Background: an optimization exercise with open tools, aiming at small area, a short achievable clock period and few clock cycles per item. Do not read the settings as production practice.
The RTL was checked by simulation tests, not by an equivalence proof against the original design.
Power figures rest on the tool's default switching activity, not on a simulated workload.

==> flow/design.v (outline; a module is shown in full before it is edited, if it fits) <==
// module HW3_FPMUL_754SP: 2503 lines
// module fpm_fa: 6 lines
// module fpm_ha: 6 lines
module HW3_FPMUL_754SP(Clk, Rst, St, FPmplier, FPmcand, Done, Ovf, Unf, FPproduct);
  // ...
==> flow/flow/run.sh <==
#!/bin/bash
set -euo pipefail
export BUFFER_PORTS_ARGS="-buffer_cell sky130_fd_sc_hd__buf_1"
bash standard.sh > standard.log 2>&1
==> flow/standard.sh <==
#!/bin/bash
# synth_recipe.tcl (not shown) runs the flow's synth.tcl, then flattens the netlist and writes it again
# the make line also repeats each setting of config.mk as NAME=value (left out here)
make -C /OpenROAD-flow-scripts/flow DESIGN_CONFIG=/design/flow/config.mk WORK_HOME=/design/flow/orfs CLKGATE_MAP_FILE= SYNTH_SCRIPT=/design/flow/synth_recipe.tcl "${@:-finish}"
==> flow/config.mk <==
export PLATFORM = sky130hd
export DESIGN_NAME = HW3_FPMUL_754SP
export DESIGN_NICKNAME = HW3_FPMUL_754SP
export VERILOG_FILES = /design/flow/design.v
export SDC_FILE = /design/flow/constraint.sdc
export NUM_CORES = 4
export LEC_CHECK = 0
export CAP_MARGIN = 20
export CORE_MARGIN = 2
export CORE_UTILIZATION = 60
export PLACE_DENSITY = 0.72
export SETUP_SLACK_MARGIN = 3
export SLEW_MARGIN = 20
export SYNTH_HIERARCHICAL = 1
export SYNTH_MINIMUM_KEEP_SIZE = 0
==> flow/constraint.sdc <==
create_clock -name core_clock -period 8.6 [get_ports {Clk}]
set_input_delay 1.7200 -clock core_clock [delete_from_list [all_inputs] [get_ports {Clk}]]
set_output_delay 1.7200 -clock core_clock [all_outputs]
set_load 0.01 [all_outputs]
==> flow_summary_export.csv, run 1 <==
group,metric,value,unit
run_status,status,"finished clean",
routing,met1_length,19.5,mm
grt,grtUsageTotal,0.365,
cells_and_area,layout_common_cells,"xnor2_1, fa_1, a22oi_1, ha_1, buf_1",
worst_setup_path,end_kind,"flip-flop",
power_and_ir_drop,switching_share,0.498,
floorplanning,die_h,167,µm
floorplanning,die_x,167,µm
cells_and_area,n_antenna_cell,0,
routing,vias,13433,
synth,yosys_warnings,7,
cells_and_area,multi_input_area_share,0.805,
cells_and_area,final_common_cell,"xnor2_1",
synth,synth_compound_area_frac,0.187,
cells_and_area,n_all_inverters,59,
grt,grtUsageMet3,0.0955,
synth,synthSimpleGateAreaFrac,0.0717,
power_and_ir_drop,p_comb,5.41,mW
clock_network,cts_buffers,9,
power_and_ir_drop,leakagePower,6.28,nW
sta,fmax,180,MHz
worst_setup_path,crit_top_cell,"fa_1",
power_and_ir_drop,power.density,397,mW/mm²
sta,drv_slew,0,
synth,synthesis.instances,1627,
synth,synth_xor_area_frac,0.165,
synth,yosysTopAreaCell,"fa_1",
worst_setup_path,critPathKind,"in2reg",
power_and_ir_drop,p_clk_frac,0.061,
synth,synthTopCellsByCount,"xnor2_1, fa_1, a22oi_1",
cells_and_area,seq_share,0.0967,
cells_and_area,top_regs,"ry (35), rx (34), re0 (9)",
sta,slew_headroom,0.355,
worst_setup_path,critPathMaxStageDelay,540,ps
synth,ys_seq_area_frac,0.103,
worst_setup_path,crit_chain,"buf_1 -> ha_1 -> nand2b_2 -> inv_4 -> xnor2_1 -> fa_1 -> fa_1 -> fa_1 -> fa_1 -> fa_1 -> ha_1",
routing,wl_met3,6.42,mm
synth,postSynthNetCount,2052,
synth,yosys.area.top_type_share,0.323,
clock_network,path_clk_slew,70,ps
sta,whs,1510,ps
worst_setup_path,startpoint_type,"primary input",
Testbench counts, summed over its fixed seeds: cycles 12,000, ops 12,000.
==> inputs of run 2 (changes only) <==
--- a/flow/design.v
+++ b/flow/design.v
@@ -1800,157 +1800,157 @@
 	assign g983 = g965 | (p966 & g963);
 	assign p984 = p966 & p964;
 	assign g985 = g983 | (p984 & g981);
 	assign p986 = p984 & p982;
 	assign g987 = g985 | (p986 & g979);
 	assign p988 = p986 & p980;
 	assign g989 = g987 | (p988 & g975);
 	assign p990 = p988 & p976;
-	assign g991 = c870 & s871;
-	assign p992 = c870 ^ s871;
-	assign g993 = c872 & s873;
-	assign p994 = c872 ^ s873;
-	assign g995 = c874 & s875;
-	assign p996 = c874 ^ s875;
-	assign g997 = c876 & s877;
-	assign p998 = c876 ^ s877;
-	assign g999 = c878 & s879;
-	assign p1000 = c878 ^ s879;
-	assign g1001 = c880 & s881;
-	assign p1002 = c880 ^ s881;
-	assign g1003 = c882 & s883;
-	assign p1004 = c882 ^ s883;
-	assign g1005 = c884 & s885;
-	assign p1006 = c884 ^ s885;
-	assign g1007 = c886 & s887;
-	assign p1008 = c886 ^ s887;
-	assign g1009 = c888 & s889;
-	assign p1010 = c888 ^ s889;
-	assign g1011 = c890 & s891;
-	assign p1012 = c890 ^ s891;
-	assign g1013 = c892 & s893;
-	assign p1014 = c892 ^ s893;
-	assign g1015 = c894 & s895;
-	assign p1016 = c894 ^ s895;
-	assign g1017 = c896 & s897;
-	assign p1018 = c896 ^ s897;
-	assign g1019 = c898 & s899;
-	assign p1020 = c898 ^ s899;
-	assign g1021 = c900 & s901;
-	assign p1022 = c900 ^ s901;
-	assign g1023 = c902 & s903;
-	assign p1024 = c902 ^ s903;
-	assign g1025 = c904 & s905;
-	assign p1026 = c904 ^ s905;
-	assign g1027 = c906 & s907;
-	assign p1028 = c906 ^ s907;
-	assign g1029 = c908 & s909;
-	assign p1030 = c908 ^ s909;
-	assign g1031 = c910 & s911;
-	assign p1032 = c910 ^ s911;
-	assign g1033 = c912 & s913;
-	assign p1034 = c912 ^ s913;
-	assign g1035 = c914 & s915;
-	assign p1036 = c914 ^ s915;
-	assign g1037 = c916 & s917;
-	assign p1038 = c916 ^ s917;
-	assign g1039 = s919 & c918;
-	assign p1040 = s919 ^ c918;
-	assign g1041 = c920 & s921;
-	assign p1042 = c920 ^ s921;
-	assign g1043 = c922 & s923;
-	assign p1044 = c922 ^ s923;
-	assign g1045 = c924 & s925;
-	assign p1046 = c924 ^ s925;
-	assign g1047 = c926 & s927;
-	assign p1048 = c926 ^ s927;
-	assign g1049 = s929 & c928;
-	assign p1050 = s929 ^ c928;
-	assign g1051 = c930 & s931;
-	assign p1052 = c930 ^ s931;
-	assign g1053 = c932 & s933;
-	assign p1054 = c932 ^ s933;
-	assign g1055 = s935 & c934;
-	assign p1056 = s935 ^ c934;
-	assign g1057 = s937 & c936;
-	assign p1058 = s937 ^ c936;
-	assign g1059 = s939 & c938;
-	assign p1060 = s939 ^ c938;
-	assign g1061 = rx[0] | (ry[0] & rcin);
-	assign g1062 = rx[1] | (ry[1] & g1061);
-	assign p1063 = ry[1] & ry[0];
-	assign g1064 = rx[2] | (ry[2] & rx[1]);
-	assign p1065 = ry[2] & ry[1];
-	assign g1066 = rx[3] | (ry[3] & rx[2]);
-	assign p1067 = ry[3] & ry[2];
-	assign g1068 = rx[4] | (ry[4] & rx[3]);
-	assign p1069 = ry[4] & ry[3];
-	assign g1070 = rx[5] | (ry[5] & rx[4]);
-	assign p1071 = ry[5] & ry[4];
-	assign g1072 = rx[6] | (ry[6] & rx[5]);
-	assign p1073 = ry[6] & ry[5];
-	assign g1074 = rx[7] | (ry[7] & rx[6]);
-	assign p1075 = ry[7] & ry[6];
-	assign g1076 = rx[8] | (ry[8] & rx[7]);
-	assign p1077 = ry[8] & ry[7];
-	assign g1078 = rx[9] | (ry[9] & rx[8]);
-	assign p1079 = ry[9] & ry[8];
-	assign g1080 = rx[10] | (ry[10] & rx[9]);
-	assign p1081 = ry[10] & ry[9];
-	assign g1082 = rx[11] | (ry[11] & rx[10]);
-	assign p1083 = ry[11] & ry[10];
-	assign g1084 = rx[12] | (ry[12] & rx[11]);
-	assign p1085 = ry[12] & ry[11];
-	assign g1086 = rx[13] | (ry[13] & rx[12]);
-	assign p1087 = ry[13] & ry[12];
-	assign g1088 = rx[14] | (ry[14] & rx[13]);
-	assign p1089 = ry[14] & ry[13];
-	assign g1090 = rx[15] | (ry[15] & rx[14]);
-	assign p1091 = ry[15] & ry[14];
-	assign g1092 = rx[16] | (ry[16] & rx[15]);
-	assign p1093 = ry[16] & ry[15];
-	assign g1094 = rx[17] | (ry[17] & rx[16]);
-	assign p1095 = ry[17] & ry[16];
-	assign g1096 = rx[18] | (ry[18] & rx[17]);
-	assign p1097 = ry[18] & ry[17];
-	assign g1098 = rx[19] | (ry[19] & rx[18]);
-	assign p1099 = ry[19] & ry[18];
-	assign g1100 = rx[20] | (ry[20] & rx[19]);
-	assign p1101 = ry[20] & ry[19];
-	assign g1102 = rx[21] | (ry[21] & rx[20]);
-	assign p1103 = ry[21] & ry[20];
-	assign g1104 = rx[22] | (ry[22] & rx[21]);
-	assign p1105 = ry[22] & ry[21];
-	assign g1106 = rx[23] | (ry[23] & rx[22]);
-	assign p1107 = ry[23] & ry[22];
-	assign g1108 = rx[24] | (ry[24] & rx[23]);
-	assign p1109 = ry[24] & ry[23];
-	assign g1110 = rx[25] | (ry[25] & rx[24]);
-	assign p1111 = ry[25] & ry[24];
-	assign g1112 = rx[26] | (ry[26] & rx[25]);
-	assign p1113 = ry[26] & ry[25];
-	assign g1114 = rx[27] | (ry[27] & rx[26]);
-	assign p1115 = ry[27] & ry[26];
-	assign g1116 = rx[28] | (ry[28] & rx[27]);
-	assign p1117 = ry[28] & ry[27];
-	assign g1118 = rx[29] | (ry[29] & rx[28]);
-	assign p1119 = ry[29] & ry[28];
-	assign g1120 = rx[30] | (ry[30] & rx[29]);
-	assign p1121 = ry[30] & ry[29];
-	assign g1122 = rx[31] | (ry[31] & rx[30]);
-	assign p1123 = ry[31] & ry[30];
-	assign g1124 = rx[32] | (ry[32] & rx[31]);
-	assign p1125 = ry[32] & ry[31];
-	assign g1126 = rx[33] | (ry[33] & rx[32]);
-	assign p1127 = ry[33] & ry[32];
-	assign g1128 = rx[34] | (ry[34] & rx[33]);
-	assign p1129 = ry[34] & ry[33];
+	assign g991 = rx[0] & ry[0];
+	assign p992 = rx[0] ^ ry[0];
+	assign g993 = rx[1] & ry[1];
+	assign p994 = rx[1] ^ ry[1];
+	assign g995 = rx[2] & ry[2];
+	assign p996 = rx[2] ^ ry[2];
+	assign g997 = rx[3] & ry[3];
+	assign p998 = rx[3] ^ ry[3];
+	assign g999 = rx[4] & ry[4];
+	assign p1000 = rx[4] ^ ry[4];
+	assign g1001 = rx[5] & ry[5];
+	assign p1002 = rx[5] ^ ry[5];
+	assign g1003 = rx[6] & ry[6];
+	assign p1004 = rx[6] ^ ry[6];
+	assign g1005 = rx[7] & ry[7];
+	assign p1006 = rx[7] ^ ry[7];
+	assign g1007 = rx[8] & ry[8];
+	assign p1008 = rx[8] ^ ry[8];
+	assign g1009 = rx[9] & ry[9];
+	assign p1010 = rx[9] ^ ry[9];
+	assign g1011 = rx[10] & ry[10];
+	assign p1012 = rx[10] ^ ry[10];
+	assign g1013 = rx[11] & ry[11];
+	assign p1014 = rx[11] ^ ry[11];
+	assign g1015 = rx[12] & ry[12];
+	assign p1016 = rx[12] ^ ry[12];
+	assign g1017 = rx[13] & ry[13];
+	assign p1018 = rx[13] ^ ry[13];
+	assign g1019 = rx[14] & ry[14];
+	assign p1020 = rx[14] ^ ry[14];
+	assign g1021 = rx[15] & ry[15];
+	assign p1022 = rx[15] ^ ry[15];
+	assign g1023 = rx[16] & ry[16];
+	assign p1024 = rx[16] ^ ry[16];
+	assign g1025 = rx[17] & ry[17];
+	assign p1026 = rx[17] ^ ry[17];
+	assign g1027 = rx[18] & ry[18];
+	assign p1028 = rx[18] ^ ry[18];
+	assign g1029 = rx[19] & ry[19];
+	assign p1030 = rx[19] ^ ry[19];
+	assign g1031 = rx[20] & ry[20];
+	assign p1032 = rx[20] ^ ry[20];
+	assign g1033 = rx[21] & ry[21];
+	assign p1034 = rx[21] ^ ry[21];
+	assign g1035 = rx[22] & ry[22];
+	assign p1036 = rx[22] ^ ry[22];
+	assign g1037 = rx[23] & ry[23];
+	assign p1038 = rx[23] ^ ry[23];
+	assign g1039 = rx[24] & ry[24];
+	assign p1040 = rx[24] ^ ry[24];
+	assign g1041 = rx[25] & ry[25];
+	assign p1042 = rx[25] ^ ry[25];
+	assign g1043 = rx[26] & ry[26];
+	assign p1044 = rx[26] ^ ry[26];
+	assign g1045 = rx[27] & ry[27];
+	assign p1046 = rx[27] ^ ry[27];
+	assign g1047 = rx[28] & ry[28];
+	assign p1048 = rx[28] ^ ry[28];
+	assign g1049 = rx[29] & ry[29];
+	assign p1050 = rx[29] ^ ry[29];
+	assign g1051 = rx[30] & ry[30];
+	assign p1052 = rx[30] ^ ry[30];
+	assign g1053 = rx[31] & ry[31];
+	assign p1054 = rx[31] ^ ry[31];
+	assign g1055 = rx[32] & ry[32];
+	assign p1056 = rx[32] ^ ry[32];
+	assign g1057 = rx[33] & ry[33];
+	assign p1058 = rx[33] ^ ry[33];
+	assign g1059 = rx[34] & ry[34];
+	assign p1060 = rx[34] ^ ry[34];
+	assign g1061 = g991 | (p992 & rcin);
+	assign g1062 = g993 | (p994 & g1061);
+	assign p1063 = p994 & p992;
+	assign g1064 = g995 | (p996 & g993);
+	assign p1065 = p996 & p994;
+	assign g1066 = g997 | (p998 & g995);
+	assign p1067 = p998 & p996;
+	assign g1068 = g999 | (p1000 & g997);
+	assign p1069 = p1000 & p998;
+	assign g1070 = g1001 | (p1002 & g999);
+	assign p1071 = p1002 & p1000;
+	assign g1072 = g1003 | (p1004 & g1001);
+	assign p1073 = p1004 & p1002;
+	assign g1074 = g1005 | (p1006 & g1003);
+	assign p1075 = p1006 & p1004;
+	assign g1076 = g1007 | (p1008 & g1005);
+	assign p1077 = p1008 & p1006;
+	assign g1078 = g1009 | (p1010 & g1007);
+	assign p1079 = p1010 & p1008;
+	assign g1080 = g1011 | (p1012 & g1009);
+	assign p1081 = p1012 & p1010;
+	assign g1082 = g1013 | (p1014 & g1011);
+	assign p1083 = p1014 & p1012;
+	assign g1084 = g1015 | (p1016 & g1013);
+	assign p1085 = p1016 & p1014;
+	assign g1086 = g1017 | (p1018 & g1015);
+	assign p1087 = p1018 & p1016;
+	assign g1088 = g1019 | (p1020 & g1017);
+	assign p1089 = p1020 & p1018;
+	assign g1090 = g1021 | (p1022 & g1019);
+	assign p1091 = p1022 & p1020;
+	assign g1092 = g1023 | (p1024 & g1021);
+	assign p1093 = p1024 & p1022;
+	assign g1094 = g1025 | (p1026 & g1023);
+	assign p1095 = p1026 & p1024;
+	assign g1096 = g1027 | (p1028 & g1025);
+	assign p1097 = p1028 & p1026;
+	assign g1098 = g1029 | (p1030 & g1027);
+	assign p1099 = p1030 & p1028;
+	assign g1100 = g1031 | (p1032 & g1029);
+	assign p1101 = p1032 & p1030;
+	assign g1102 = g1033 | (p1034 & g1031);
+	assign p1103 = p1034 & p1032;
+	assign g1104 = g1035 | (p1036 & g1033);
+	assign p1105 = p1036 & p1034;
+	assign g1106 = g1037 | (p1038 & g1035);
+	assign p1107 = p1038 & p1036;
+	assign g1108 = g1039 | (p1040 & g1037);
+	assign p1109 = p1040 & p1038;
+	assign g1110 = g1041 | (p1042 & g1039);
+	assign p1111 = p1042 & p1040;
+	assign g1112 = g1043 | (p1044 & g1041);
+	assign p1113 = p1044 & p1042;
+	assign g1114 = g1045 | (p1046 & g1043);
+	assign p1115 = p1046 & p1044;
+	assign g1116 = g1047 | (p1048 & g1045);
+	assign p1117 = p1048 & p1046;
+	assign g1118 = g1049 | (p1050 & g1047);
+	assign p1119 = p1050 & p1048;
+	assign g1120 = g1051 | (p1052 & g1049);
+	assign p1121 = p1052 & p1050;
+	assign g1122 = g1053 | (p1054 & g1051);
+	assign p1123 = p1054 & p1052;
+	assign g1124 = g1055 | (p1056 & g1053);
+	assign p1125 = p1056 & p1054;
+	assign g1126 = g1057 | (p1058 & g1055);
+	assign p1127 = p1058 & p1056;
+	assign g1128 = g1059 | (p1060 & g1057);
+	assign p1129 = p1060 & p1058;
 	assign g1130 = g1064 | (p1065 & g1061);
-	assign p1131 = p1065 & ry[0];
+	assign p1131 = p1065 & p992;
 	assign g1132 = g1066 | (p1067 & g1062);
 	assign p1133 = p1067 & p1063;
 	assign g1134 = g1068 | (p1069 & g1064);
 	assign p1135 = p1069 & p1065;
 	assign g1136 = g1070 | (p1071 & g1066);
 	assign p1137 = p1071 & p1067;
 	assign g1138 = g1072 | (p1073 & g1068);
 	assign p1139 = p1073 & p1069;
@@ -2006,17 +2006,17 @@
 	assign p1189 = p1123 & p1119;
 	assign g1190 = g1124 | (p1125 & g1120);
 	assign p1191 = p1125 & p1121;
 	assign g1192 = g1126 | (p1127 & g1122);
 	assign p1193 = p1127 & p1123;
 	assign g1194 = g1128 | (p1129 & g1124);
 	assign p1195 = p1129 & p1125;
 	assign g1196 = g1134 | (p1135 & g1061);
-	assign p1197 = p1135 & ry[0];
+	assign p1197 = p1135 & p992;
 	assign g1198 = g1136 | (p1137 & g1062);
 	assign p1199 = p1137 & p1063;
 	assign g1200 = g1138 | (p1139 & g1130);
 	assign p1201 = p1139 & p1131;
 	assign g1202 = g1140 | (p1141 & g1132);
 	assign p1203 = p1141 & p1133;
 	assign g1204 = g1142 | (p1143 & g1134);
 	assign p1205 = p1143 & p1135;
@@ -2068,17 +2068,17 @@
 	assign p1251 = p1189 & p1181;
 	assign g1252 = g1190 | (p1191 & g1182);
 	assign p1253 = p1191 & p1183;
 	assign g1254 = g1192 | (p1193 & g1184);
 	assign p1255 = p1193 & p1185;
 	assign g1256 = g1194 | (p1195 & g1186);
 	assign p1257 = p1195 & p1187;
 	assign g1258 = g1204 | (p1205 & g1061);
-	assign p1259 = p1205 & ry[0];
+	assign p1259 = p1205 & p992;
 	assign g1260 = g1206 | (p1207 & g1062);
 	assign p1261 = p1207 & p1063;
 	assign g1262 = g1208 | (p1209 & g1130);
 	assign p1263 = p1209 & p1131;
 	assign g1264 = g1210 | (p1211 & g1132);
 	assign p1265 = p1211 & p1133;
 	assign g1266 = g1212 | (p1213 & g1196);
 	assign p1267 = p1213 & p1197;
@@ -2122,17 +2122,17 @@
 	assign p1305 = p1251 & p1235;
 	assign g1306 = g1252 | (p1253 & g1236);
 	assign p1307 = p1253 & p1237;
 	assign g1308 = g1254 | (p1255 & g1238);
 	assign p1309 = p1255 & p1239;
 	assign g1310 = g1256 | (p1257 & g1240);
 	assign p1311 = p1257 & p1241;
 	assign g1312 = g1274 | (p1275 & g1061);
-	assign p1313 = p1275 & ry[0];
+	assign p1313 = p1275 & p992;
 	assign g1314 = g1276 | (p1277 & g1062);
 	assign p1315 = p1277 & p1063;
 	assign g1316 = g1278 | (p1279 & g1130);
 	assign p1317 = p1279 & p1131;
 	assign g1318 = g1280 | (p1281 & g1132);
 	assign p1319 = p1281 & p1133;
 	assign g1320 = g1282 | (p1283 & g1196);
 	assign p1321 = p1283 & p1197;
@@ -2160,46 +2160,46 @@
 	assign p1343 = p1305 & p1273;
 	assign g1344 = g1306 | (p1307 & g1274);
 	assign p1345 = p1307 & p1275;
 	assign g1346 = g1308 | (p1309 & g1276);
 	assign p1347 = p1309 & p1277;
 	assign g1348 = g1310 | (p1311 & g1278);
 	assign p1349 = p1311 & p1279;
 	assign g1350 = g1344 | (p1345 & g1061);
-	assign p1351 = p1345 & ry[0];
+	assign p1351 = p1345 & p992;
 	assign g1352 = g1346 | (p1347 & g1062);
 	assign p1353 = p1347 & p1063;
 	assign g1354 = g1348 | (p1349 & g1130);
 	assign p1355 = p1349 & p1131;
-	assign sum1356 = ry[10] ^ g1260;
-	assign sum1357 = ry[11] ^ g1262;
-	assign sum1358 = ry[12] ^ g1264;
-	assign sum1359 = ry[13] ^ g1266;
-	assign sum1360 = ry[14] ^ g1268;
-	assign sum1361 = ry[15] ^ g1270;
-	assign sum1362 = ry[16] ^ g1272;
-	assign sum1363 = ry[17] ^ g1312;
-	assign sum1364 = ry[18] ^ g1314;
-	assign sum1365 = ry[19] ^ g1316;
-	assign sum1366 = ry[20] ^ g1318;
-	assign sum1367 = ry[21] ^ g1320;
-	assign sum1368 = ry[22] ^ g1322;
-	assign sum1369 = ry[23] ^ g1324;
-	assign sum1370 = ry[24] ^ g1326;
-	assign sum1371 = ry[25] ^ g1328;
-	assign sum1372 = ry[26] ^ g1330;
-	assign sum1373 = ry[27] ^ g1332;
-	assign sum1374 = ry[28] ^ g1334;
-	assign sum1375 = ry[29] ^ g1336;
-	assign sum1376 = ry[30] ^ g1338;
-	assign sum1377 = ry[31] ^ g1340;
-	assign sum1378 = ry[32] ^ g1342;
-	assign sum1379 = ry[33] ^ g1350;
-	assign sum1380 = ry[34] ^ g1352;
+	assign sum1356 = p1012 ^ g1260;
+	assign sum1357 = p1014 ^ g1262;
+	assign sum1358 = p1016 ^ g1264;
+	assign sum1359 = p1018 ^ g1266;
+	assign sum1360 = p1020 ^ g1268;
+	assign sum1361 = p1022 ^ g1270;
+	assign sum1362 = p1024 ^ g1272;
+	assign sum1363 = p1026 ^ g1312;
+	assign sum1364 = p1028 ^ g1314;
+	assign sum1365 = p1030 ^ g1316;
+	assign sum1366 = p1032 ^ g1318;
+	assign sum1367 = p1034 ^ g1320;
+	assign sum1368 = p1036 ^ g1322;
+	assign sum1369 = p1038 ^ g1324;
+	assign sum1370 = p1040 ^ g1326;
+	assign sum1371 = p1042 ^ g1328;
+	assign sum1372 = p1044 ^ g1330;
+	assign sum1373 = p1046 ^ g1332;
+	assign sum1374 = p1048 ^ g1334;
+	assign sum1375 = p1050 ^ g1336;
+	assign sum1376 = p1052 ^ g1338;
+	assign sum1377 = p1054 ^ g1340;
+	assign sum1378 = p1056 ^ g1342;
+	assign sum1379 = p1058 ^ g1350;
+	assign sum1380 = p1060 ^ g1352;
 	fpm_ha us349 (.a(neg235), .b(bp20), .s(s349), .co(c350));
 	fpm_ha us351 (.a(bp21), .b(bp48), .s(s351), .co(c352));
 	fpm_fa us353 (.a(neg264), .b(bp22), .c(bp49), .s(s353), .co(c354));
 	fpm_ha us355 (.a(bp76), .b(bp103), .s(s355), .co(c356));
 	fpm_fa us357 (.a(bp23), .b(bp50), .c(bp77), .s(s357), .co(c358));
 	fpm_ha us359 (.a(bp104), .b(bp131), .s(s359), .co(c360));
 	fpm_fa us361 (.a(neg293), .b(bp24), .c(bp51), .s(s361), .co(c362));
 	fpm_fa us363 (.a(bp78), .b(bp105), .c(bp132), .s(s363), .co(c364));
@@ -2476,18 +2476,18 @@
 	fpm_fa us925 (.a(s749), .b(c834), .c(s835), .s(s925), .co(c926));
 	fpm_fa us927 (.a(s837), .b(c750), .c(c836), .s(s927), .co(c928));
 	fpm_fa us929 (.a(s755), .b(c838), .c(s839), .s(s929), .co(c930));
 	fpm_fa us931 (.a(s759), .b(c840), .c(s841), .s(s931), .co(c932));
 	fpm_fa us933 (.a(s843), .b(c760), .c(c842), .s(s933), .co(c934));
 	fpm_fa us935 (.a(bp346), .b(s845), .c(c844), .s(s935), .co(c936));
 	fpm_fa us937 (.a(s847), .b(bp347), .c(c846), .s(s937), .co(c938));
 	fpm_ha us939 (.a(c848), .b(neg322), .s(s939), .co(c940));
-	wire [34:0] nx = {g1059, g1057, g1055, g1053, g1051, g1049, g1047, g1045, g1043, g1041, g1039, g1037, g1035, g1033, g1031, g1029, g1027, g1025, g1023, g1021, g1019, g1017, g1015, g1013, g1011, g1009, g1007, g1005, g1003, g1001, g999, g997, g995, g993, g991};
-	wire [34:0] ny = {p1060, p1058, p1056, p1054, p1052, p1050, p1048, p1046, p1044, p1042, p1040, p1038, p1036, p1034, p1032, p1030, p1028, p1026, p1024, p1022, p1020, p1018, p1016, p1014, p1012, p1010, p1008, p1006, p1004, p1002, p1000, p998, p996, p994, p992};
+	wire [34:0] nx = {s939, s937, s935, c932, c930, s929, c926, c924, c922, c920, s919, c916, c914, c912, c910, c908, c906, c904, c902, c900, c898, c896, c894, c892, c890, c888, c886, c884, c882, c880, c878, c876, c874, c872, c870};
+	wire [34:0] ny = {c938, c936, c934, s933, s931, c928, s927, s925, s923, s921, c918, s917, s915, s913, s911, s909, s907, s905, s903, s901, s899, s897, s895, s893, s891, s889, s887, s885, s883, s881, s879, s877, s875, s873, s871};
 	always @ (posedge Clk) begin
 		Done <= St & ~Rst;
 		rx <= nx;
 		ry <= ny;
 		rcin <= g989;
 		rzero <= (FPmplier == 32'b0) || (FPmcand == 32'b0);
 		rs <= FPmplier[31] ^ FPmcand[31];
 		re0 <= {1'b0, FPmplier[30:23]} + {1'b0, FPmcand[30:23]} - 9'd127;
==> flow/config.mk (replaced) <==
export PLATFORM = sky130hd
export DESIGN_NAME = HW3_FPMUL_754SP
export DESIGN_NICKNAME = HW3_FPMUL_754SP
export VERILOG_FILES = /design/flow/design.v
export SDC_FILE = /design/flow/constraint.sdc
export NUM_CORES = 4
export LEC_CHECK = 0
export CAP_MARGIN = 20
export CORE_MARGIN = 2
export CORE_UTILIZATION = 40
export SETUP_SLACK_MARGIN = 3
export SLEW_MARGIN = 20
export SYNTH_HIERARCHICAL = 1
export SYNTH_MINIMUM_KEEP_SIZE = 0
==> run 2 against run 1 <==
  * Maximum frequency is 1.2% higher
  * Still clean
  * Synthesized cell count up 2.9%
  * First-iteration DRC count shrank 19%
  * Hold slack lost 2.7 ps
  * Highest routed layer unchanged
  * Sequential share of layout area is essentially flat
  * Largest cell class unchanged
  * Power is 1.8% higher
  * Largest power group unchanged
==> flow_summary_export.csv, run 2 <==
group,metric,value,unit
sta,timing.final.crit_share,0.637,
clock_network,postCtsSetupBuffers,0,
grt,grt.overflow.total,0,
grt,grt_pass1_vias,13843,
cells_and_area,area_delta_synth_final,6.74,%
cells_and_area,drive_gt1_frac,0.0630,
floorplanning,die_h,205,µm
synth,yosys.area.top_type_share,0.319,
worst_setup_path,end_kind,"flip-flop",
synth,synthTopCellsByCount,"xnor2_1, fa_1, a22oi_1",
worst_setup_path,cp-startpoint,"FPmcand[9]",
synth,yosysMostFrequentCell,"xnor2_1",
synth,synth_ff_type,"dfxtp_1",
clock_network,ctsHoldBuffers,0,
grt,grt_pass1_wl,82.4,mm
synth,yosys_warnings,7,
worst_setup_path,critPathMaxStageDelay,640,ps
sta,slew_headroom,0.380,
power_and_ir_drop,power,6.87,mW
synth,avgSynthCellArea,9.66,µm²
sta,hold_viol_final,0,
routing,ant_nets,0,
synth,yosysTopAreaCell,"fa_1",
synth,synthesis.instances,1674,
synth,yosys_register_bits,83,
sta,setup_tns,0,ps
sta,setup_viol,0,
clock_network,root_buffer,"clkbuf_16",
floorplanning,core-area,0.0398,mm²
placement,gp_congestion,0.945,
synth,ys_top_cells_by_area,"fa_1, xnor2_1, a22oi_1",
hold_path,min_path_type,"in2reg",
cells_and_area,fin_nets,2086,
clock_network,cts_resized,7,
sta,period_minus_slack,5480,ps
floorplanning,num_rows,73,
cells_and_area,num-fill-cells,3935,
cells_and_area,layout_common_cells,"xnor2_1, fa_1, a22oi_1, buf_1, ha_1",
clock_network,cts_max_level,3,
worst_setup_path,crit_chain,"buf_1 -> ha_1 -> nand2b_1 -> inv_2 -> ha_1 -> fa_1 -> fa_1 -> fa_1 -> and2_1 -> a2111oi_0 -> nor3_1 -> maj3_1",
placement,pre_cts_ws,2480,ps
clock_network,cts.sinks,83,
cells_and_area,top_regs,"rx (35), ry (35), re0 (9)",
routing,vias,13430,
worst_setup_path,crit_top_cell,"fa_1",
worst_setup_path,startpoint_type,"primary input",
synth,async_flop_share,0,
placement,dpl.hpwl,38.6,mm
routing,drc_errors,0,
clock_network,path_clk_slew,70,ps
routing,drt_iter0_markers,1277,
floorplanning,ios,102,
worst_setup_path,cp.required,8860,ps
grt,antenna_found_initial,1,
worst_setup_path,arrival,5740,ps
grt,grtUsageTotal,0.258,
cells_and_area,final_common_cell,"xnor2_1",
sta,tightest_slew,929,ps
worst_setup_path,cpMaxStageDelayCell,"inv_2",
run,max_cap_violations,0,
routing,dr.pass1.iters,8,
power_and_ir_drop,leakagePower,6.36,nW
synth,synth_edf_count,0,
sta,drv_slew,0,
sta,grt_setup_unrepaired,"true",
floorplanning,die-area,0.0420,mm²
clock_network,cts_buffers,9,
synth,ys_seq_area_frac,0.103,
clock_network,cts_tree,"yes",
cells_and_area,n_antenna_cell,0,
floorplanning,die_x,205,µm
synth,postSynthNetCount,2099,
placement,numPortBuffers,101,
sta,fmax,182,MHz
grt,grt_max_degree,50,
floorplanning,initial_utilization,0.406,
power_and_ir_drop,power.density,398,mW/mm²
clock_network,cts_max_path_buffers,2,
routing,routedWlPerCell,24.2,µm
routing,postRouteWirelength,53.1,mm
run_status,status,"finished clean",
synth,netlist_area,0.0162,mm²
sta,fin_ws,3120,ps
synth,ys_types,73,
worst_setup_path,critPathKind,"in2reg",
worst_setup_path,cp_max_fo,24,
power_and_ir_drop,ir_worst_vdd,0.177,mV
hold_path,hp-start,"Rst",
routing,viasPerCell,6.13,
## run 2: final cells by class
cell class                 instances  area [µm²]  area share
clock inverter                     6        53.8     0.00312
multi-input combinational       1360       13700       0.793
clock buffer                      10         239      0.0138
tap                              525         657      0.0381
inverter                          65         264      0.0153
timing repair buffer             142         706      0.0409
sequential                        83        1660      0.0963
## run 2: path summary, 6_finish.rpt
check                           to  slack, ps  depth (start not counted)
worst min-delay path  Done$_DFF_P_       1510                          2
worst max-delay path  rcin$_DFF_P_       3120                         12
## run 2: per-module statistics from Yosys, one instance, submodules excluded
module,cells,times used
fpm_fa,1,257
fpm_ha,1,29
HW3_FPMUL_754SP,1388,1
## run 2: power breakdown
part           internal [mW]  leakage (nW)  switching [mW]
logic                   2.41          5.52            3.32
registers              0.668         0.700          0.0743
clock network          0.209         0.142           0.185
total                   3.29          6.36            3.58
## run 2: layer usage
| layer | vias to the layer above | GRT usage | wire length (µm) |
|---|---|---|---|
| li1 | 5818 | - | - |
| met1 | 6714 | 0.347 | 21800 |
| met2 | 777 | 0.395 | 23400 |
| met3 | 119 | 0.0651 | 5710 |
| met4 | 2 | 0.109 | 2110 |
| met5 | - | 0 | 13 |
## run 2: kinds of logic after synthesis
group           after synthesis  share of synthesized area
compound gates              456                      0.200
buf+inv                     231                     0.0552
xor+xnor                    298                      0.161
simple gates                239                     0.0778
fa+ha+maj                   360                      0.398
mux                           7                    0.00433
flops                        83                      0.103
## run 2: metrics by stage
| stage | utilization | instance area, µm² | cells | hold slack (ps) |
|---|---|---|---|---|
| 2_1_floorplan | - | 16200 | 1674 | 1790 |
| 3_3_place_gp | 0.424 | 16900 | 2175 | 1870 |
| 3_5_place_dp | 0.424 | 16900 | 2175 | 1880 |
| 4_1_cts | 0.432 | 17200 | 2191 | 1490 |
| 5_1_grt | 0.433 | 17300 | 2191 | 1520 |
| 6_report | 0.433 | 17300 | 2191 | 1510 |
## run 2: critical path, delay by kind of cell
family          cells  cell delay [ps]
fa+ha+maj           6             2310
simple gates        3              510
buf+inv             2              800
compound gates      1              390
Testbench counts of run 2, summed over its fixed seeds: cycles 12,000, ops 12,000.
==> inputs of run 3 (changes only) <==
--- a/flow/config.mk
+++ b/flow/config.mk
@@ -8,5 +8,6 @@
 export CAP_MARGIN = 20
 export CORE_MARGIN = 2
-export CORE_UTILIZATION = 40
+export CORE_UTILIZATION = 60
+export PLACE_DENSITY = 0.72
 export SETUP_SLACK_MARGIN = 3
 export SLEW_MARGIN = 20
==> run 3 against run 2 <==
  * Critical path depth up 2
  * Clock power grew 8.4%
  * Synthesized cell count stayed put
==> flow_summary_export.csv, run 3 <==
group,metric,value,unit
routing,routedWlPerCell,24.1,µm
placement,dpl_cell_area,0.0166,mm²
routing,drc_errors,0,
synth,synth_mux_area_frac,0.00433,
floorplanning,die_x,168,µm
floorplanning,num_rows,60,
power_and_ir_drop,p_clk_frac,0.064,
cells_and_area,area_delta_synth_final,5.24,%
sta,drv_slew,0,
floorplanning,core-area,0.0267,mm²
synth,avgSynthCellArea,9.66,µm²
run_status,status,"finished clean",
routing,met2_length,21.4,mm
sta,period_minus_slack,5480,ps
grt,grt.overflow.total,0,
grt,grtUsageTotal,0.342,
power_and_ir_drop,p_int,3.26,mW
sta,setup_viol,0,
sta,fin_ws,3120,ps
sta,slew_headroom,0.249,
worst_setup_path,arrival,5730,ps
placement,pre_cts_ws,2430,ps
synth,synthSimpleGateAreaFrac,0.0778,
clock_network,cts_tree,"yes",
sta,grt_setup_unrepaired,"true",
power_and_ir_drop,p_switching,3.42,mW
placement,dpl.hpwl,34.5,mm
clock_network,path_clk_slew,80,ps
floorplanning,die-area,0.0283,mm²
grt,grt_pass1_wl,74.8,mm
grt,grt_max_degree,51,
routing,postRouteWirelength,48.3,mm
sta,fmax,183,MHz
power_and_ir_drop,pwr-share-comb,0.826,
power_and_ir_drop,switching_share,0.512,
sta,setup_tns,0,ps
worst_setup_path,end_kind,"flip-flop",
floorplanning,die_h,168,µm
power_and_ir_drop,ir_worst_vdd,0.167,mV
routing,dr.pass1.iters,7,
synth,synth_top_family_by_area,"adder cells",
sta,tightest_slew,1130,ps
routing,drt_iter0_markers,1530,
synth,ys_top_cells_by_area,"fa_1, xnor2_1, a22oi_1",
clock_network,cts_buffers,9,
cells_and_area,fin_area,0.0170,mm²
floorplanning,ios,102,
synth,synth_xor_area_frac,0.161,
synth,yosys_warnings,7,
synth,yosysMostFrequentCell,"xnor2_1",
clock_network,cts.sinks,83,
worst_setup_path,cp_max_fo,24,
synth,netlist_area,0.0162,mm²
synth,ys_types,73,
synth,synth_compound_area_frac,0.200,
routing,viasPerCell,6.71,
hold_path,min_path_type,"in2reg",
floorplanning,initial_utilization,0.605,
routing,top_layer,"met4",
synth,postSynthNetCount,2099,
cells_and_area,final_common_cell,"xnor2_1",
cells_and_area,layout_common_cells,"xnor2_1, fa_1, a22oi_1, buf_1, ha_1",
routing,ant_nets,0,
grt,grt_pass1_vias,13409,
sta,whs,1510,ps
power_and_ir_drop,leakagePower,6.35,nW
routing,vias,13439,
cells_and_area,top_regs,"rx (35), ry (35), re0 (9)",
placement,gp_congestion,0.956,
run,max_cap_violations,0,
worst_setup_path,critPathKind,"in2reg",
synth,yosysTopAreaCell,"fa_1",
cells_and_area,n_antenna_cell,0,
sta,timing.final.crit_share,0.637,
synth,yosys_register_bits,83,
synth,async_flop_share,0,
clock_network,ctsHoldBuffers,0,
synth,yosys.area.top_type_share,0.319,
routing,wl_met3,5.98,mm
routing,met1_length,19.2,mm
worst_setup_path,startpoint_type,"primary input",
cells_and_area,drive_gt1_frac,0.0596,
synth,synth_edf_count,0,
synth,yosys.area_share.adder,0.398,
synth,synth_ff_type,"dfxtp_1",
synth,synthesis.instances,1674,
power_and_ir_drop,p_seq_frac,0.110,
clock_network,root_buffer,"clkbuf_16",
cells_and_area,num-fill-cells,2246,
grt,antenna_found_initial,0,
clock_network,cts_max_path_buffers,2,
clock_network,cts_max_level,3,
synth,synthTopCellsByCount,"xnor2_1, fa_1, a22oi_1",
placement,numPortBuffers,101,
sta,hold_viol_final,0,
worst_setup_path,cp.required,8850,ps
synth,ys_seq_area_frac,0.103,
power_and_ir_drop,power.density,393,mW/mm²
cells_and_area,fin_nets,2082,
==> run 3: changes by cell type in the layout (fill, tap and decap cells not counted), sizes merged <==
cell	previous run	this run
inv	69	68
clkinv	1	3
or3	8	9
clkbuf	15	14
clkinvlp	1	0
bufinv	0	1
buf	137	132
==> run 3: power by group through the flow <==
stage / Combinational [mW] / Clock, mW / Sequential, mW
after floorplan: 3.93 / 0 / 0.722
after global placement: 5.20 / 0 / 0.739
after detailed placement: 5.38 / 0 / 0.743
after CTS: 5.42 / 0.429 / 0.736
after global routing: 6.20 / 0.448 / 0.753
final: 5.53 / 0.427 / 0.735
==> run 3: final timing paths <==
| check | from | to | slack [ps] | depth (start not counted) |
|---|---|---|---|---|
| max | FPmcand[5] | rcin$_DFF_P_ | 3120 | 14 |
| min | Rst | Done$_DFF_P_ | 1510 | 2 |
==> run 3: cells by family after synthesis <==
group / after synthesis
flops: 83
xor+xnor: 298
simple gates: 239
buf+inv: 231
compound gates: 456
mux: 7
fa+ha+maj: 360
==> run 3: Yosys stat by module, one instance, submodules excluded <==
module	cells	area, µm²	copies in the design
fpm_ha	1	12.5	29
HW3_FPMUL_754SP	1388	10700	1
fpm_fa	1	20.0	257
==> run 3: area by class of cell <==
class	count	area, µm²	area share
Multi-Input combinational cell	1361	13700	0.804
Clock inverter	7	95.1	0.00559
Sequential cell	83	1660	0.0976
Inverter	65	264	0.0155
Tap cell	341	427	0.0251
Timing Repair Buffer	137	663	0.0390
Clock buffer	9	225	0.0132
==> run 3: metrics by stage <==
step                cells  total power [mW]   util
floorplan            1674              4.65      -
global placement     1985              5.94  0.621
detailed placement   1985              6.13  0.621
CTS                  2002              6.59  0.634
global route         2003              7.40  0.637
finish               2003              6.69  0.637
==> run 3: critical path: stages <==
cell and delay [ps]:
buf_1 170, ha_2 710, a22oi_1 190, xnor2_1 170, ha_1 310, fa_1 500
fa_1 430, a31oi_1 150, nor2_1 70, maj3_1 350, a41o_1 200, a2111oi_0 290
nor3_1 100, maj3_1 350
==> run 3: per-layer routing <==
metal / up-vias / global-route usage
met3: 134 / 0.0961
met2: 923 / 0.521
li1: 5830 / -
met1: 6552 / 0.467
met4: 0 / 0.130
met5: - / 0.00348
==> run 3: timing repair <==
item,in CTS,in global routing
cloned,0,1
gates resized for setup,2,29
buffers inserted,1,0
endpoints found under the setup margin,17,36
pin swaps,1,1
==> inputs of run 4 (changes only) <==
--- a/flow/config.mk
+++ b/flow/config.mk
@@ -10,5 +10,5 @@
 export CORE_UTILIZATION = 60
 export PLACE_DENSITY = 0.72
-export SETUP_SLACK_MARGIN = 3
+export SETUP_SLACK_MARGIN = 3.6
 export SLEW_MARGIN = 20
 export SYNTH_HIERARCHICAL = 1
==> run 4 against run 3 <==
  * Still clean on timing, DRC and antenna
  * Via count up 11%
  * Count of clock-buffer cells in the layout up 2
  * Cell area increased by 13%
  * Combinational power is 17% higher
  * Wire length up 25%
  * Critical path depth decreased by 3
  * Sequential cell count stayed put
  * Utilization is 8.6 points higher
  * Sequential power rose by 8.0%
  * Global-route usage is 4.9 points higher
  * Power increased by 15%
  * Clock power decreased by 2%
  * Critical path type unchanged
==> flow_summary_export.csv, run 4 <==
group,metric,value,unit
cells_and_area,fin_area,0.0193,mm²
sta,period_minus_slack,5030,ps
floorplanning,core-area,0.0267,mm²
grt,grt_pass1_vias,14370,
synth,avgSynthCellArea,9.66,µm²
routing,postRouteWirelength,60.1,mm
routing,drc_errors,0,
synth,yosysMostFrequentCell,"xnor2_1",
placement,dpl_cell_area,0.0167,mm²
cells_and_area,area_delta_synth_final,19.4,%
sta,grt_setup_unrepaired,"true",
routing,routedWlPerCell,28.5,µm
routing,ant_nets,0,
sta,setup_tns,0,ps
clock_network,root_buffer,"clkbuf_16",
synth,ys_seq_area_frac,0.103,
synth,ys_top_cells_by_area,"fa_1, xnor2_1, a22oi_1",
worst_setup_path,cp_max_fo,8,
worst_setup_path,crit_chain,"clkbuf_2 -> nand2b_1 -> o21ai_2 -> buf_6 -> a22oi_1 -> xnor2_1 -> fa_1 -> fa_1 -> fa_1 -> fa_1 -> fa_1",
cells_and_area,fin_nets,2189,
floorplanning,num_rows,60,
power_and_ir_drop,leakagePower,7.28,nW
grt,grt.overflow.total,0,
synth,async_flop_share,0,
sta,tightest_slew,765,ps
worst_setup_path,arrival,5270,ps
sta,fmax,199,MHz
floorplanning,die-area,0.0283,mm²
synth,postSynthNetCount,2099,
sta,drv_slew,0,
synth,synth_ff_type,"dfxtp_1",
placement,numPortBuffers,101,
cells_and_area,top_regs,"rx (35), ry (35), re0 (9)",
clock_network,cts_buffers,9,
synth,synth_edf_count,0,
cells_and_area,layout_common_cells,"xnor2_1, fa_1, a22oi_1, buf_4, nand2_1",
floorplanning,ios,102,
grt,grt_pass1_wl,83.8,mm
run,max_cap_violations,0,
cells_and_area,final_common_cell,"xnor2_1",
cells_and_area,n_antenna_cell,0,
worst_setup_path,cpMaxStageDelayCell,"fa_1",
synth,synthesis.instances,1674,
sta,hold_viol_final,0,
placement,dpl.hpwl,34.7,mm
floorplanning,die_h,168,µm
synth,netlist_area,0.0162,mm²
worst_setup_path,crit_top_cell,"fa_1",
clock_network,ctsHoldBuffers,0,
floorplanning,initial_utilization,0.605,
synth,yosysTopAreaCell,"fa_1",
clock_network,path_clk_slew,70,ps
synth,ys_types,73,
hold_path,min_path_type,"in2reg",
grt,grt_max_degree,52,
worst_setup_path,cp.required,8840,ps
synth,yosys.area.top_type_share,0.319,
clock_network,cts_max_path_buffers,2,
clock_network,cts_max_level,3,
sta,timing.final.crit_share,0.585,
clock_network,cts_tree,"yes",
synth,yosys_register_bits,83,
run_status,status,"finished clean",
grt,grtUsageTotal,0.391,
cells_and_area,num-fill-cells,1918,
floorplanning,die_x,168,µm
power_and_ir_drop,power.density,398,mW/mm²
worst_setup_path,critPathMaxStageDelay,540,ps
placement,gp_congestion,0.972,
sta,slew_headroom,0.490,
worst_setup_path,end_kind,"flip-flop",
routing,viasPerCell,7.07,
routing,vias,14915,
sta,setup_viol,0,
hold_path,hp-start,"Rst",
cells_and_area,drive_gt1_frac,0.207,
synth,yosys_warnings,7,
worst_setup_path,cp-startpoint,"FPmcand[18]",
worst_setup_path,startpoint_type,"primary input",
synth,synthTopCellsByCount,"xnor2_1, fa_1, a22oi_1",
clock_network,cts.sinks,83,
routing,drt_iter0_markers,2594,
routing,dr.pass1.iters,8,
grt,antenna_found_initial,0,
power_and_ir_drop,ir_worst_vdd,0.246,mV
worst_setup_path,critPathKind,"in2reg",
-- run 4: routing by layer --
layer / routed length, µm / vias to the layer above / GRT usage
met1: 21600 / 7247 / 0.498
met2: 25800 / 1275 / 0.599
met3: 8640 / 326 / 0.131
met4: 4060 / 2 / 0.196
li1: - / 6065 / -
met5: 37 / - / 0
-- run 4: final timing paths --
| kind | to | slack [ps] | cells past startpoint |
|---|---|---|---|
| worst max-delay path | ry[14]$_DFF_P_ | 3570 | 11 |
| worst min-delay path | Done$_DFF_P_ | 1490 | 2 |
-- run 4: cell families (layout without fill, tap and decap cells) --
kind of cell	after synthesis	in the layout	synth area share
AND/OR/NAND/NOR	239	241	0.0778
XOR/XNOR	298	298	0.161
flip-flops	83	83	0.103
AO/OA/AOI/OAI	456	459	0.200
buffers and inverters	231	321	0.0552
adder cells (fa/ha/maj)	360	360	0.398
multiplexers	7	7	0.00433
-- run 4: worst max-delay path: cells and delay by family --
kind            cells  cell delay, ps
compound gates      2             330
fa+ha+maj           5            2340
buf+inv             2             410
xor+xnor            1             240
simple gates        1             220
-- run 4: through the flow --
step	std cells	utilization	total power, mW	setup WS (ps)	hold WS [ps]
after floorplan	1674	-	4.70	3480	1790
after global placement	1982	0.626	5.91	2160	1870
after detailed placement	1982	0.626	6.15	2120	1880
after CTS	2048	0.678	7.19	3510	1490
after global routing	2110	0.722	8.33	3460	1500
final	2110	0.722	7.68	3570	1490
-- run 4: layout make-up --
| type | instances | area (µm²) | share of cell area |
|---|---|---|---|
| multi-input cells | 1365 | 14600 | 0.756 |
| well taps | 341 | 427 | 0.0221 |
| clock inverters | 5 | 61.3 | 0.00318 |
| flip-flops and latches | 83 | 1680 | 0.0868 |
| repair buffers | 232 | 1850 | 0.0957 |
| clock buffers | 11 | 233 | 0.0121 |
| inverters | 65 | 408 | 0.0211 |
| repair inverters | 8 | 67.6 | 0.00350 |
-- run 4: modules after synthesis, one instance, submodules excluded --
| module | copies in the design | cell area [µm²] |
|---|---|---|
| fpm_fa | 257 | 20.0 |
| HW3_FPMUL_754SP | 1 | 10700 |
| fpm_ha | 29 | 12.5 |
-- run 4: where the power goes --
part           switching, mW  total, mW  internal [mW]
logic                   3.51       6.47           2.96
clock network          0.189      0.417          0.228
registers              0.118      0.794          0.676
total                   3.82       7.68           3.86
-- run 4: what timing repair did --
| action | in CTS | in global routing |
|---|---|---|
| pin swaps | 37 | 71 |
| buffers inserted | 41 | 52 |
| endpoints found under the setup margin | 87 | 62 |
| gates resized for setup | 168 | 145 |
| cloned | 9 | 10 |
==> inputs of run 5 (changes only) <==
--- a/flow/config.mk
+++ b/flow/config.mk
@@ -10,5 +10,5 @@
 export CORE_UTILIZATION = 60
 export PLACE_DENSITY = 0.72
-export SETUP_SLACK_MARGIN = 3.6
+export SETUP_SLACK_MARGIN = 3.3
 export SLEW_MARGIN = 20
 export SYNTH_HIERARCHICAL = 1
==> run 5 against run 4 <==
  * Cell area decreased by 9.7%
  * Count of clock-buffer cells in the layout decreased by 2
  * Sequential power decreased by 6.7%
  * Die area unchanged
  * Critical path depth unchanged
  * Global-route usage decreased by 3.8 points
  * Largest cell class unchanged
  * Sequential cell count unchanged
  * Non-clock buffer count decreased by 83
  * Clock power decreased by 2%
==> flow_summary_export.csv, run 5 <==
group,metric,value,unit
cells_and_area,layout_common_cells,"xnor2_1, fa_1, a22oi_1, buf_1, ha_1",
cells_and_area,top_regs,"rx (35), ry (35), re0 (9)",
clock_network,cts_buffers,9,
run,max_cap_violations,0,
routing,routedWlPerCell,25.1,µm
worst_setup_path,cpMaxStageDelayCell,"or4_1",
clock_network,ctsHoldBuffers,0,
floorplanning,core-area,0.0267,mm²
routing,drt_iter0_markers,1692,
grt,grt_pass1_vias,13575,
synth,postSynthNetCount,2099,
power_and_ir_drop,p_seq_frac,0.109,
placement,numPortBuffers,101,
power_and_ir_drop,p_clk_frac,0.060,
power_and_ir_drop,p_switching,3.51,mW
routing,vias,13813,
floorplanning,die_x,168,µm
clock_network,root_buffer,"clkbuf_16",
sta,tightest_slew,860,ps
floorplanning,die-area,0.0283,mm²
worst_setup_path,startpoint_type,"flip-flop",
power_and_ir_drop,p_int,3.31,mW
synth,ys_types,73,
synth,async_flop_share,0,
worst_setup_path,critPathKind,"reg2out",
power_and_ir_drop,switching_share,0.514,
routing,viasPerCell,6.83,
sta,period_minus_slack,5260,ps
sta,drv_slew,0,
synth,yosys.area.top_type_share,0.319,
synth,synthTopCellsByCount,"xnor2_1, fa_1, a22oi_1",
synth,avgSynthCellArea,9.66,µm²
synth,ys_seq_area_frac,0.103,
routing,drc_errors,0,
clock_network,cts.sinks,83,
clock_network,cts_max_level,3,
power_and_ir_drop,power,6.82,mW
routing,ant_nets,0,
hold_path,hold_path_depth,2,
grt,grtUsageTotal,0.353,
power_and_ir_drop,pwr-share-comb,0.832,
grt,grt_pass1_wl,76.6,mm
cells_and_area,fin_nets,2100,
routing,postRouteWirelength,50.8,mm
floorplanning,num_rows,60,
synth,synth_edf_count,0,
routing,dr.pass1.iters,6,
floorplanning,initial_utilization,0.605,
worst_setup_path,crit_chain,"ha_1 -> o21ai_1 -> a211o_1 -> o211ai_4 -> o2111a_2 -> o211a_4 -> nor3_4 -> buf_8 -> or4_1 -> a21oi_1 -> buf_1",
power_and_ir_drop,power.density,391,mW/mm²
synth,synth_ff_type,"dfxtp_1",
placement,gp_congestion,0.969,
clock_network,path_clk_slew,80,ps
hold_path,hp-start,"Rst",
sta,slew_headroom,0.427,
hold_path,min_path_type,"in2reg",
worst_setup_path,cp.required,6880,ps
sta,setup_tns,0,ps
cells_and_area,fin_cells,2021,
grt,grt_max_degree,51,
run_status,status,"finished clean",
cells_and_area,final_common_cell,"xnor2_1",
synth,netlist_area,0.0162,mm²
sta,setup_viol,0,
worst_setup_path,cp-startpoint,"rx[7]$_DFF_P_",
sta,hold_viol_final,0,
power_and_ir_drop,ir_worst_vdd,0.154,mV
grt,antenna_found_initial,0,
synth,yosys_warnings,7,
worst_setup_path,end_kind,"output port",
synth,yosysTopAreaCell,"fa_1",
worst_setup_path,critPathMaxStageDelay,520,ps
placement,post-place-cells,1986,
placement,dpl.hpwl,34.8,mm
cells_and_area,fin_util,0.653,
synth,yosysMostFrequentCell,"xnor2_1",
synth,synthesis.instances,1674,
synth,ys_top_cells_by_area,"fa_1, xnor2_1, a22oi_1",
worst_setup_path,cp_max_fo,41,
grt,grt.overflow.total,0,
cells_and_area,drive_gt1_frac,0.0863,
hold_path,hold_end,"Done$_DFF_P_",
synth,yosys_register_bits,83,
cells_and_area,area_delta_synth_final,7.87,%
floorplanning,die_h,168,µm
floorplanning,ios,102,
sta,timing.final.crit_share,0.612,
cells_and_area,n_antenna_cell,0,
clock_network,cts_tree,"yes",
worst_setup_path,arrival,3540,ps
power_and_ir_drop,leakagePower,6.49,nW
sta,grt_setup_unrepaired,"true",
sta,fmax,190,MHz
clock_network,cts_max_path_buffers,2,
==> run 5: how the worst max path moves through the flow <==
stage	endpoint	cells after the start	slack, ps
after floorplan	rcin$_DFF_P_	15	3290
after global placement	rcin$_DFF_P_	15	2430
after detailed placement	rcin$_DFF_P_	15	2380
after CTS	rcin$_DFF_P_	15	3250
after global routing	FPproduct[30]	11	3270
final	FPproduct[30]	11	3340
==> run 5: worst max-delay path, delay by kind of cell, from the launching register on <==
family | cells | cell delay [ps]
AND/OR/NAND/NOR | 2 | 580
adder cells (fa/ha/maj) | 1 | 350
buffers and inverters | 2 | 390
flip-flops | 1 | 310
AO/OA/AOI/OAI | 6 | 1530
==> run 5: power groups by stage <==
stage                     Sequential, mW  Combinational [mW]  Clock (mW)
after floorplan                    0.722                3.93           0
after global placement             0.738                5.20           0
after detailed placement           0.743                5.39           0
after CTS                          0.735                5.43       0.412
after global routing               0.757                6.33       0.429
final                              0.741                5.67       0.408
==> run 5: layout make-up <==
type	instances	area, µm²
well taps	341	427
clock buffers	9	225
clock inverters	7	76.3
repair inverters	3	26.3
inverters	65	337
repair buffers	149	797
fillers	2188	9280
flip-flops and latches	83	1660
multi-input cells	1364	13900
==> run 5: repair_timing <==
action,4_1_cts,5_1_grt
pin swaps,4,8
endpoints found under the setup margin,50,40
gates cloned,2,6
buffers inserted,4,7
gates resized for setup,36,59
==> run 5: per-layer routing <==
metal	track usage	up-vias	part of all wire
li1	-	5868	-
met1	0.474	6775	0.39
met2	0.533	1025	0.43
met3	0.112	145	0.14
met4	0.144	0	0.041
met5	0	-	0
==> run 5: cell families after synthesis <==
| logic type | Yosys count | synth area share |
|---|---|---|
| compound gates | 456 | 0.200 |
| fa+ha+maj | 360 | 0.398 |
| xor+xnor | 298 | 0.161 |
| simple gates | 239 | 0.0778 |
| buf+inv | 231 | 0.0552 |
| flops | 83 | 0.103 |
| mux | 7 | 0.00433 |
==> run 5: per-module statistics from Yosys, one instance, submodules excluded <==
module | times used | flops+latches | cell area, µm² | cells
fpm_ha | 29 | 0 | 12.5 | 1
HW3_FPMUL_754SP | 1 | 83 | 10700 | 1388
fpm_fa | 257 | 0 | 20.0 | 1
==> run 5: stage by stage <==
stage / instance area, µm² / hold slack, ps / setup WS, ps
5_1_grt: 17400 / 1500 / 3270
4_1_cts: 17100 / 1500 / 3250
3_5_place_dp: 16600 / 1880 / 2380
2_1_floorplan: 16200 / 1790 / 3290
3_3_place_gp: 16600 / 1870 / 2430
6_report: 17400 / 1500 / 3340

==> separate check: timing with driven ports <==
The results above use ideal ports. As a check the final layouts listed here were re-extracted and re-timed, cells and wires unchanged. Step 1, drivers: a clkbuf_16 drives Clk and a buf_2 each remaining input, both assumed. Step 2 moves the port delays by t, midway between the first and last clock arrival at a register: inputs arrive t later, outputs are due t later. That takes back most of the time a late clock gives input paths. Three values: no drivers, after step 1, after step 2; two values: the first two.
| run | shift t [ns] | setup WS [ns] | worst slew at a driven data input, ns |
|---|---|---|---|
| run 1 | 0.401 | 3.052 / 3.069 / 2.668 | 0.04 |
| run 2 | 0.419 | 3.118 / 3.142 / 2.723 | 0.08 |
| run 3 | 0.401 | 3.123 / 3.088 / 2.746 | 0.04 |
| run 4 | 0.416 | 3.566 / 3.524 / 3.177 | 0.06 |
| run 5 | 0.405 | 3.336 / 3.287 / 3.031 | 0.05 |
After both steps setup and hold are still met in every run listed. The setup slack of run 2, which loses most, moves by +0.024 ns with the drivers and by -0.395 ns with both steps.
